From an optimization exercise on the open Yosys and OpenROAD flow, aimed at small area; shortcuts taken in it are not production practice. The RTL was checked by simulation tests, not by an equivalence proof against the original design. No driver is modelled on the clock port, so clocking that relies on it looks cheaper here than on a real chip. No activity file was given, so power comes from the tool's default toggle rates.

== run A ==
==> module bin2bcd, before the edit <==
module bin2bcd(CLK,RESET,ENABLE,  BIN ,BCD_o);
output	reg	[39:0]  BCD_o ;
input			CLK;
input		[31:0]	BIN;
input			ENABLE;
input			RESET;
	localparam W = 39;
	reg	[5:0]	c ;
	reg	[W-1:0]	R ;
	wire idle = ~(c[5] | c[4] | c[3] | c[2] | c[0]);
	wire copy = c[5] & c[1] & c[0];
	wire done = c[5] & c[2];
	wire run  = ~(idle | copy | done);
	wire [8:0] en;
	assign en[0] = 1'b1;
	assign en[1] = c[5] | c[4] | c[3];			 
	assign en[2] = c[5] | c[4] | c[3];			 
	assign en[3] = c[5] | c[4];				 
	assign en[4] = c[5] | c[4];				 
	assign en[5] = c[5] | (c[4] & (c[3] | c[2]));		 
	assign en[6] = c[5] | (c[4] & c[3]);			 
	assign en[7] = c[5] | (c[4] & c[3] & c[2]);		 
	assign en[8] = c[5];					 
	function [3:0] CORRECT;
	input [3:0] d;
	input       e;
	reg g;
	begin
		g = e & (d[3] | (d[2] & (d[1] | d[0])));
		CORRECT[0] = d[0] ^ g;
		CORRECT[1] = d[1] ^ (g & ~d[0]);
		CORRECT[2] = d[2] ^ (g & (d[2] | d[0]));
		CORRECT[3] = d[3] | g;
	end
	endfunction
	function integer POS;	 
	input integer d;
	input integer k;
	begin
		POS = (32 + 4*d + k) % W;
	end
	endfunction
	reg [W-1:0] C;	 
	reg [3:0]   t;
	integer d, k;
	always @* begin
		C = R;
		for (d = 0; d < 9; d = d + 1) begin
			for (k = 0; k < 4; k = k + 1) t[k] = R[POS(d,k)];
			t = CORRECT(t, en[d]);
			for (k = 0; k < 4; k = k + 1) C[POS(d,k)] = t[k];
		end
	end
	wire [W-1:0] step = {C[W-2:0], C[W-1]};
	wire [W-1:0] load = {{(W-32){1'b0}}, BIN};
	wire sl = idle;
	wire ss = ENABLE & run;
	wire sh = ~(sl | ss);
	wire [W-1:0] Rn = ({W{sl}} & load) | ({W{ss}} & step) | ({W{sh}} & R);
	always @(posedge CLK or posedge RESET) begin
		if (RESET)
			c <= 6'd2;
		else if (ENABLE && !done)
			c <= c + 6'd1;
	end
	always @(posedge CLK)
		if (sl) R <= load; else if (ss) R <= step;
	always @(posedge CLK) begin
		if (ENABLE && copy) begin
			for (d = 0; d < 10; d = d + 1)
				for (k = 0; k < 4; k = k + 1)
					if (4*d+k < 39)
						BCD_o[4*d+k] <= R[POS(d,k)];
			BCD_o[39] <= 1'b0;
		end
	end
endmodule
==> flow/config.mk <==
export PLATFORM = sky130hd
export DESIGN_NAME = bin2bcd
export DESIGN_NICKNAME = bin2bcd
export VERILOG_FILES = /design/flow/design.v
export SDC_FILE = /design/flow/constraint.sdc
export NUM_CORES = 4
export LEC_CHECK = 0
export CAP_MARGIN = 20
export CORE_MARGIN = 2
export CORE_UTILIZATION = 40
export SLEW_MARGIN = 20
==> flow/constraint.sdc <==
create_clock -name core_clock -period 10.0 [get_ports {CLK}]
set_input_delay 2.0000 -clock core_clock [delete_from_list [all_inputs] [get_ports {CLK}]]
set_output_delay 2.0000 -clock core_clock [all_outputs]
set_load 0.01 [all_outputs]
standard.sh (not shown) runs the stock make flow with config.mk's settings and CLKGATE_MAP_FILE= SYNTH_SCRIPT=/design/flow/synth_recipe.tcl, a recipe that flattens the netlist after the stock synthesis.
==> flow/flow/run.sh <==
#!/bin/bash
# Layout: the standard ORFS flow (standard.sh), with settings that keep
# cell area down:
# - synthesis is the standard synthesis (synth_recipe.tcl), but ABC maps
#   the logic with flow/abc_area.script (area-oriented amap) through
#   flow/my_synth.tcl; registers and their names are unchanged;
# - port buffers are buf_1 instead of the resizer's default choice;
# - the buffers ABC inserted are removed at floorplan;
# - CTS without dummy loads, clkbuf_8 root, and leaf buffers that drive at
#   most 10 flip-flops set to clkbuf_4 afterwards (flow/clkleaf.tcl).
# ORFS writes each step's full log under orfs/logs; make's output is in
# flow.log.
set -euo pipefail
export FLOW_SYNTH_TCL=$PWD/synth_recipe.tcl
export MY_ABC_SCRIPT=$PWD/flow/abc_area.script
bash standard.sh \
  "SYNTH_SCRIPT=$PWD/flow/my_synth.tcl" \
  "BUFFER_PORTS_ARGS=-buffer_cell sky130_fd_sc_hd__buf_1" \
  "REMOVE_ABC_BUFFERS=1" \
  "CTS_ARGS=-sink_clustering_enable -dont_use_dummy_load -buf_list sky130_fd_sc_hd__clkbuf_4 -root_buf sky130_fd_sc_hd__clkbuf_8" \
  "POST_CTS_TCL=$PWD/flow/clkleaf.tcl" \
  finish > flow.log 2>&1
==> flow/flow/abc_area.script <==
strash
dch -f
amap
==> flow/flow/clkleaf.tcl <==
set db [ord::get_db]
set small [$db findMaster sky130_fd_sc_hd__clkbuf_4]
set n 0
foreach inst [[ord::get_db_block] getInsts] {
  if {[[$inst getMaster] getName] ne "sky130_fd_sc_hd__clkbuf_8"} { continue }
  set in_net [[$inst findITerm A] getNet]
  if {$in_net eq "NULL" || [$in_net getName] eq "CLK"} { continue }
  set out_net [[$inst findITerm X] getNet]
  if {$out_net eq "NULL"} { continue }
  set fanout [expr {[llength [$out_net getITerms]] - 1}]
  if {$fanout > 10} { continue }
  $inst swapMaster $small
  incr n
}
puts "clkleaf.tcl: $n leaf clock buffers set to clkbuf_4"
==> flow/flow/my_synth.tcl <==
# The standard synthesis (synth_recipe.tcl), with ABC run on a script of this
# flow's own (MY_ABC_SCRIPT) in place of ORFS's: only the mapping of the
# logic between registers changes.
proc abc {args} {
  set i [lsearch -exact $args -script]
  if {$i >= 0} { lset args [expr {$i + 1}] $::env(MY_ABC_SCRIPT) }
  yosys abc {*}$args
}
source $::env(FLOW_SYNTH_TCL)
Changes in run B relative to run A:
--- a/flow/design.v
+++ b/flow/design.v
@@ -61,13 +61,13 @@
 		if (RESET)
 			c <= 6'd2;
 		else if (ENABLE && !done)
 			c <= c + 6'd1;
 	end
 	always @(posedge CLK)
-		if (sl) R <= load; else if (ss) R <= step;
+		R <= ({W{sl}} & load) | ({W{ss}} & step) | ({W{~(sl|ss)}} & R);
 	always @(posedge CLK) begin
 		if (ENABLE && copy) begin
 			for (d = 0; d < 10; d = d + 1)
 				for (k = 0; k < 4; k = k + 1)
 					if (4*d+k < 39)
 						BCD_o[4*d+k] <= R[POS(d,k)];
Notes after the runs:
Looking at last element of the critical path, the R[8] result is from run B; the R[26] one comes from run A. Run B vs. run A: fraction of the mapped netlist area in simple logic gates -0.17 points; number of synthesized register bits ~0 delta; total power consumption of the routed design -4.0%; maximum achievable frequency -14%; global-route usage +1.1 points.

==> re-timing with driven ports <==
How much do the figures lean on ideal ports? The routed layouts below were timed once more, with nothing changed but the port constraints.
Step 1 assumes that a clkbuf_16 drives the clock port and a buf_2 every other input.
Step 2 adds t to the input delays and takes it off the output delays; t is the mean of the earliest and latest rising clock arrival at the registers after step 1. Input paths then give back, and output paths get back, about the clock's delay inside the block.
Three values: no drivers, after step 1, after step 2; two values: the first two.
run | t, ns | setup WS [ns] | worst setup path after step 2 | slew at the worst register clock pin (ns) | worst data-port slew with drivers (ns)
run A | 0.366 | 6.195 / 6.191 / 5.825 | input to register | 0.10 / 0.10 | 0.04
run B | 0.374 | 5.595 / 5.600 / 5.226 | input to register | 0.10 / 0.10 | 0.04
After both steps setup and hold are still met in every run listed. The setup slack of run A, which loses most, moves by -0.004 ns with the drivers and by -0.370 ns with both steps.
